This design comes from an exercise in tuning for small area on the open sky130 flow, not from production work. RTL that was checked went through simulation tests only; none was proved equivalent to the original. Power figures rest on the tool's default switching activity, not on a simulated workload.

==> v19: inputs <==
==> flow/design.v (excerpt) <==
module main (
    input  clk,
    input  rst,
    input  rx,
    output tx,
    output busy
);
    reg        mode;       
    reg  [5:0] cnt;        
    reg  [3:0] k;          
    reg        txr;        
    reg  [7:0] acc;        
    reg  [7:0] s [0:14];
    reg  [7:0] r;
    assign tx   = txr;
    assign busy = mode;
    wire sample  = !mode && cnt[0] && cnt != 6'd1 && cnt != 6'd19;  
    wire commit  = !mode && cnt == 6'd19 && rx;
    wire bitend  = mode && cnt[0];               
    wire [4:0] n = cnt[5:1];                     
    wire fend    = mode && cnt == 6'd35;         
    wire       bj  = (n[4:3] == 2'b00) ? s[8][n[2:0]] : 1'b0;
    wire [8:0] sum = {1'b0, acc} + (bj ? {1'b0, s[0]} : 9'd0);
    wire shift = (commit && k != 4'd15) || fend;
    integer m;
    always @(posedge clk) begin
        if (sample) r <= {rx, r[7:1]};
        if (shift) begin
            for (m = 0; m < 14; m = m + 1) s[m] <= s[m+1];
            s[14] <= r;
        end
    end
    always @(posedge clk or posedge rst) begin
        if (rst) begin
            mode <= 1'b0;
            cnt  <= 6'd0;
            k    <= 4'd0;
            txr  <= 1'b1;
            acc  <= 8'd0;
        end else if (!mode) begin
            if (cnt == 6'd0) begin
                if (!rx) cnt <= 6'd1;
            end else if (cnt == 6'd1 && rx) begin
                cnt <= 6'd0;                        
            end else if (cnt == 6'd19) begin
                cnt <= 6'd0;
                if (rx) begin
                    k <= k + 4'd1;
                    if (k == 4'd15) begin
                        mode <= 1'b1;
                        txr  <= 1'b0;               
                    end
  ...
==> module main, before the edit <==
module main (
    input  clk,
    input  rst,
    input  rx,
    output tx,
    output busy
);
    reg        mode;       
    reg  [5:0] cnt;        
    reg  [3:0] k;          
    reg        txr;        
    reg  [7:0] acc;        
    reg  [7:0] s [0:14];
    reg  [7:0] r;
    assign tx   = txr;
    assign busy = mode;
    wire sample  = !mode && cnt[0] && cnt != 6'd1 && cnt != 6'd19;  
    wire commit  = !mode && cnt == 6'd19 && rx;
    wire bitend  = mode && cnt[0];               
    wire [4:0] n = cnt[5:1];                     
    wire fend    = mode && cnt == 6'd35;         
    wire       bj  = (n[4:3] == 2'b00) ? s[8][n[2:0]] : 1'b0;
    wire [8:0] sum = {1'b0, acc} + (bj ? {1'b0, s[0]} : 9'd0);
    wire shift = (commit && k != 4'd15) || fend;
    integer m;
    always @(posedge clk) begin
        if (sample) r <= {rx, r[7:1]};
        if (shift) begin
            for (m = 0; m < 14; m = m + 1) s[m] <= s[m+1];
            s[14] <= r;
        end
    end
    always @(posedge clk or posedge rst) begin
        if (rst) begin
            mode <= 1'b0;
            cnt  <= 6'd0;
            k    <= 4'd0;
            txr  <= 1'b1;
            acc  <= 8'd0;
        end else if (!mode) begin
            if (cnt == 6'd0) begin
                if (!rx) cnt <= 6'd1;
            end else if (cnt == 6'd1 && rx) begin
                cnt <= 6'd0;                        
            end else if (cnt == 6'd19) begin
                cnt <= 6'd0;
                if (rx) begin
                    k <= k + 4'd1;
                    if (k == 4'd15) begin
                        mode <= 1'b1;
                        txr  <= 1'b0;               
                    end
                end
            end else begin
                cnt <= cnt + 6'd1;
            end
        end else begin
            cnt <= fend ? 6'd0 : cnt + 6'd1;
            if (bitend) begin
                if (n < 5'd16) begin
                    txr <= sum[0];
                    acc <= sum[8:1];
                end else if (n == 5'd16) begin
                    txr <= 1'b1;                    
                end else begin
                    k <= k + 4'd1;
                    if (k == 4'd7) begin
                        k    <= 4'd0;
                        mode <= 1'b0;
                    end else begin
                        txr <= 1'b0;                
                    end
                end
            end
        end
    end
endmodule
clock: 6.0 ns
lec_check: 0
cap_margin: 20
core_margin: 2
core_utilization: 40
slew_margin: 20
run.sh (not shown) runs the stock make flow with config.mk's settings and CLKGATE_MAP_FILE= SYNTH_SCRIPT=/design/flow/synth_recipe.tcl, a recipe that flattens the netlist after the stock synthesis.
==> v20: changes against v19 <==
--- a/flow/design.v
+++ b/flow/design.v
@@ -12,14 +12,20 @@
     reg  [7:0] acc;        
-    reg  [7:0] s [0:14];
-    reg  [7:0] r;
+    reg  [1:0] ph;         
+    reg        pend;       
+    reg  [7:0] r;          
+    reg  [7:0] f0 [0:3];   
+    reg  [7:0] f1 [0:3];
+    reg  [7:0] f2 [0:3];
+    reg  [7:0] f3 [0:3];   
     assign tx   = txr;
     assign busy = mode;
-    wire sample  = !mode && cnt[0] && cnt != 6'd1 && cnt != 6'd19;  
-    wire commit  = !mode && cnt == 6'd19 && rx;
-    wire bitend  = mode && cnt[0];               
-    wire [4:0] n = cnt[5:1];                     
-    wire fend    = mode && cnt == 6'd35;         
-    wire       bj  = (n[4:3] == 2'b00) ? s[8][n[2:0]] : 1'b0;
-    wire [8:0] sum = {1'b0, acc} + (bj ? {1'b0, s[0]} : 9'd0);
-    wire shift = (commit && k != 4'd15) || fend;
+    wire sample = !mode && cnt[0] && cnt != 6'd1 && cnt != 6'd19;
+    wire commit = !mode && cnt == 6'd19 && rx;
+    wire shreq  = mode ? (cnt == 6'd36) : ((commit && k != 4'd15) || pend);
+    wire shift  = shreq && ph == 2'd0;
+    wire [7:0] a_op = ph[1] ? f1[0] : f3[0];      
+    wire [7:0] b_op = ph[1] ? f1[2] : f3[2];      
+    wire [4:0] n    = cnt[5:1];                    
+    wire       bj   = (n[4:3] == 2'b00) ? b_op[n[2:0]] : 1'b0;
+    wire [8:0] sum  = {1'b0, acc} + (bj ? {1'b0, a_op} : 9'd0);
     integer m;
@@ -27,5 +33,16 @@
         if (sample) r <= {rx, r[7:1]};
-        if (shift) begin
-            for (m = 0; m < 14; m = m + 1) s[m] <= s[m+1];
-            s[14] <= r;
+        for (m = 0; m < 4; m = m + 1) begin
+            f0[m] <= shift ? (m == 3 ? r : f3[m+1]) : f3[m];
+            f1[m] <= f0[m];
+            f2[m] <= f1[m];
+            f3[m] <= f2[m];
+        end
+    end
+    always @(posedge clk or posedge rst) begin
+        if (rst) begin
+            ph <= 2'd0;
+            pend <= 1'b0;
+        end else begin
+            ph <= shift ? 2'd0 : ph + 2'd1;
+            pend <= !mode && ((commit && k != 4'd15) || pend) && !shift;
         end
@@ -49,4 +66,4 @@
                     if (k == 4'd15) begin
-                        mode <= 1'b1;
-                        txr  <= 1'b0;               
+                        mode <= 1'b1;               
+                        cnt  <= 6'd36;
                     end
@@ -56,5 +73,10 @@
             end
+        end else if (cnt == 6'd36) begin
+            if (shift) cnt <= 6'd37;
+        end else if (cnt == 6'd37) begin
+            cnt <= 6'd0;                            
+            txr <= 1'b0;
         end else begin
-            cnt <= fend ? 6'd0 : cnt + 6'd1;
-            if (bitend) begin
+            cnt <= cnt + 6'd1;
+            if (cnt[0]) begin
                 if (n < 5'd16) begin
@@ -66,2 +88,3 @@
                     k <= k + 4'd1;
+                    cnt <= 6'd36;                   
                     if (k == 4'd7) begin
@@ -69,4 +92,3 @@
                         mode <= 1'b0;
-                    end else begin
-                        txr <= 1'b0;                
+                        cnt  <= 6'd0;
                     end
- CORE_UTILIZATION: 40 -> 60
- CTS_BUF_LIST: default -> sky130_fd_sc_hd__clkbuf_8
- CTS_CLUSTER_DIAMETER: default -> 60
- CTS_CLUSTER_SIZE: default -> 25
==> v31: changes against v19 <==
==> flow/design.v (replaced) <==
module main (
    input  clk,
    input  rst,
    input  rx,
    output tx,
    output busy
);
    localparam [4:0] WSHIFT = 5'd31;   
    localparam [4:0] WSTART = 5'd30;   
    reg        mode;       
    reg  [4:0] cnt;        
    reg  [3:0] k;          
    reg        txr;        
    reg  [7:0] acc;        
    reg  [1:0] ph;         
    reg        pend;       
    reg  [7:0] r;          
    reg  [7:0] f0 [0:3];   
    reg  [7:0] f1 [0:3];
    reg  [7:0] f2 [0:3];
    reg  [7:0] f3 [0:3];   
    assign tx   = txr;
    assign busy = mode;
    wire last   = (k == 4'd15);
    wire sample = !mode && cnt[0] && cnt != 5'd1 && cnt != 5'd19;
    wire commit = !mode && cnt == 5'd19 && rx;
    wire shreq  = mode ? (cnt == WSHIFT) : ((commit && !last) || pend);
    wire shift  = shreq && ph == 2'd0;
    wire [7:0] a_op = ph[1] ? f1[0] : f3[0];      
    wire [7:0] b_op = ph[1] ? f1[2] : f3[2];      
    wire       bj   = !cnt[4] && !cnt[3] && b_op[cnt[2:0]];
    wire [8:0] sum  = {1'b0, acc} + (bj ? {1'b0, a_op} : 9'd0);
    wire       bitend = !ph[0];                   
    integer m;
    always @(posedge clk) begin
        if (sample) r <= {rx, r[7:1]};
        for (m = 0; m < 4; m = m + 1) begin
            f0[m] <= shift ? (m == 3 ? r : f3[m+1]) : f3[m];
            f1[m] <= f0[m];
            f2[m] <= f1[m];
            f3[m] <= f2[m];
        end
    end
    always @(posedge clk or posedge rst) begin
        if (rst) begin
            ph   <= 2'd0;
            pend <= 1'b0;
        end else begin
            ph   <= shift ? 2'd0 : ph + 2'd1;
            pend <= !mode && ((commit && !last) || pend) && !shift;
        end
    end
    always @(posedge clk or posedge rst) begin
        if (rst) begin
            mode <= 1'b0;
            cnt  <= 5'd0;
            k    <= 4'd0;
            txr  <= 1'b1;
            acc  <= 8'd0;
        end else if (!mode) begin
            if (cnt == 5'd0) begin
                if (!rx) cnt <= 5'd1;
            end else if ((cnt == 5'd1 && rx) || cnt == 5'd19) begin
                cnt <= 5'd0;                        
                if (commit) begin
                    k <= k + 4'd1;
                    if (last) begin
                        mode <= 1'b1;               
                        cnt  <= WSHIFT;
                    end
                end
            end else begin
                cnt <= cnt + 5'd1;
            end
        end else if (cnt == WSHIFT) begin
            if (shift) cnt <= WSTART;
        end else if (cnt == WSTART) begin
            cnt <= 5'd0;                            
            txr <= 1'b0;
        end else if (bitend) begin
            cnt <= cnt + 5'd1;
            if (!cnt[4]) begin
                txr <= sum[0];
                acc <= sum[8:1];
            end else if (!cnt[0]) begin
                txr <= 1'b1;                        
            end else begin
                k   <= k + 4'd1;
                cnt <= WSHIFT;                      
                if (k == 4'd7) begin
                    k    <= 4'd0;
                    mode <= 1'b0;
                    cnt  <= 5'd0;
                end
            end
        end
    end
endmodule
==> flow/flow/run.sh (new file) <==
#!/bin/bash
# Layout flow: the standard synthesis, then its combinational logic mapped
# again for area (registers kept as the standard synthesis made them, same
# names and cells), then the standard layout steps from floorplan on.
set -euo pipefail
W=$(pwd)
R=$W/orfs/results/$FLOW_PLATFORM/main/base
LIB=$FLOW_HOME/platforms/$FLOW_PLATFORM/lib/sky130_fd_sc_hd__tt_025C_1v80.lib

bash standard.sh synth > $W/synth.log 2>&1

cp $R/1_2_yosys.v $W/synth_standard.v
DU=$(sed -n '/DONT_USE_CELLS += /,/^#/p' $FLOW_HOME/platforms/$FLOW_PLATFORM/config.mk \
     | grep -oE "sky130_fd_sc_hd__[a-z0-9_]+" | sed 's/^/-dont_use /' | tr '\n' ' ')
sed -e "s#@LIB@#$LIB#g" -e "s#@DU@#$DU#g" -e "s#@IN@#$W/synth_standard.v#g" \
    -e "s#@OUT@#$W/synth_remap.v#g" -e "s#@STAT@#$W/remap_stat.txt#g" \
    flow/remap.ys > $W/remap_run.ys
yosys -s $W/remap_run.ys > $W/remap.log 2>&1
cp $W/synth_remap.v $R/1_2_yosys.v

# layout: no dummy clock loads, small port buffers, no oversized repair buffers
export CTS_ARGS="-sink_clustering_enable -repair_clock_nets -dont_use_dummy_load -buf_list sky130_fd_sc_hd__clkbuf_8"
export BUFFER_PORTS_ARGS="-buffer_cell sky130_fd_sc_hd__buf_1"
export DONT_USE_CELLS="sky130_fd_sc_hd__buf_16 sky130_fd_sc_hd__buf_12 sky130_fd_sc_hd__bufbuf_16 sky130_fd_sc_hd__bufbuf_8 sky130_fd_sc_hd__bufinv_16 sky130_fd_sc_hd__bufinv_8 sky130_fd_sc_hd__inv_16 sky130_fd_sc_hd__inv_12"
bash standard.sh > $W/layout.log 2>&1
==> flow/flow/remap.ys (new file) <==
# Map the standard synthesis's combinational cells again, for area. Register
# cells (and tie cells) stay black boxes, so they keep their names and cells.
read_liberty -ignore_miss_func @LIB@
blackbox sky130_fd_sc_hd__df* sky130_fd_sc_hd__edf* sky130_fd_sc_hd__sdf* sky130_fd_sc_hd__sedf* sky130_fd_sc_hd__dl* sky130_fd_sc_hd__conb_1
read_verilog @IN@
hierarchy -top main
rename -hide c:_*
flatten
hierarchy -top main
opt -purge
abc -liberty @LIB@ @DU@
opt_clean -purge
tee -o @STAT@ stat -liberty @LIB@
write_verilog -noattr @OUT@
==> flow/standard.sh (new file) <==
#!/bin/bash
# synth_recipe.tcl (not shown) runs the flow's synth.tcl, then flattens the netlist and writes it again
# the make line also repeats each setting of config.mk as NAME=value (left out here)
make -C /OpenROAD-flow-scripts/flow DESIGN_CONFIG=/design/flow/config.mk WORK_HOME=/design/flow/orfs CLKGATE_MAP_FILE= SYNTH_SCRIPT=/design/flow/synth_recipe.tcl "${@:-finish}"
- CORE_UTILIZATION: 40 -> 60
- GPL_TIMING_DRIVEN: default -> 0
removed: flow/run.sh
==> results list <==
- Wire segments on met2 add up to 3.35 mm in the final route.
- Detail Route met3 WL: 224 microns
- Detail-routed net length per standard cell: 13.9 microns
- Count of cell types in the netlist: 51
- Of all the cell area in the finished design, the clock network holds 0.0872.
* Outcome: timing/DRC/antenna clean
* Clock Skew: 0.00698 ns
- The startpoint identified for the worst register-to-register timing path is cnt[1].
* Total chip power: 2060 uW
* Termination of the worst setup path: acc[5]
- Nonclk buf count: 9
- Number of DRC violations after detailed-routing iteration 0: 190
- For hold timing, the worst endpoint is s[2][6].
* Pin count of the biggest net entering global routing: 58
* Well-Tap Cells: 176
* Slack of the worst reg-to-reg path: 2.75 ns
- The commonest cells after synthesis are sky130_fd_sc_hd__edfxtp_1, sky130_fd_sc_hd__nand2_1, sky130_fd_sc_hd__dfrtp_1.
Source of the figures above: v19

==> results list <==
- The fraction of final cell area spent on clock buffers and inverters in this run is 0.0445.
- Origin of the critical flop-to-flop path: ph[1]
* Detail Route met3 WL: 249 microns
- Drt drc: 0
- Number of rows created at floorplan: 32
* Routed wl met2: 3.77 mm
- The flow ran to the end and the layout has no timing, DRC or antenna violations.
- Of the total power, registers draw 0.656.
* Slack of the worst reg-to-reg path: 1.80 ns
- Across the placement rows, the number of tap cells is 102.
- After detailed routing, the average wire length per cell comes to 15.8 microns.
- Nonclk buf count: 7
- The path with the worst hold slack has its endpoint at f3[2][7].
* Pin count of the biggest net entering global routing: 23
- Total chip power: 1610 uW
* Floorplan core area: 7770 sq um
- Following the worst setup path forward leads to its endpoint at acc[6].
- Clock Skew: 0.0405 ns
Source of the figures above: v31

==> results list <==
- Dividing the detail-routed wire length by the instance count gives 15.3 microns.
* Total chip power: 2210 uW
* Clock tree cell share of total cell area: 0.0692
- The flow ran to the end and the layout has no timing, DRC or antenna violations.
- Entering global routing, the biggest net connects 33 pins.
- In the detailed route, the total length drawn on met2 is 3.49 mm.
* Leading cell types by count after synthesis: sky130_fd_sc_hd__dfxtp_1, sky130_fd_sc_hd__mux2_4, sky130_fd_sc_hd__nor2_1
- The startpoint identified for the worst register-to-register timing path is ph[1].
- Wire segments on met3 add up to 281 microns in the final route.
- Worst Hold Depth: 0
- Synthesis instantiated 62 different standard cells from the library.
- Clock Skew: 0.0196 ns
- Number of DRC violations after detailed-routing iteration 0: 98
- Well-Tap Cells: 108
Source of the figures above: v20

For v20 and v31, only the layout was checked, not whether the RTL still works.

re-timing with driven ports:
Ports are ideal in the flow. The routed layouts listed here were re-timed in OpenROAD.
Step 1 (the two cells are an assumption about what drives the block):
set clk [get_ports {clk}]
set_driving_cell -lib_cell sky130_fd_sc_hd__clkbuf_16 $clk
set_driving_cell -lib_cell sky130_fd_sc_hd__buf_2 [delete_from_list [all_inputs] $clk]
Step 2 also shifts input and output timing later by t, the mid clock arrival at the registers, as if the neighbouring blocks saw the same clock.
Slacks: no drivers / after step 1 / after step 2; pairs: no drivers / after step 1.
run | shift t [ns] | slack for setup (ns) | worst setup path after step 2 | pins driven straight from the clock port
v19 | 0.442 | 2.753 / 2.753 / 2.466 | input to register | 1
v20 | 0.460 | 2.197 / 2.197 / 2.197 | register to register | 1
v31 | 0.442 | 1.801 / 1.801 / 1.801 | register to register | 1
After both steps setup and hold are still met in every run listed. For v19, which loses most, drivers alone change the setup slack by 0.000 ns; drivers and shift together by -0.287 ns.
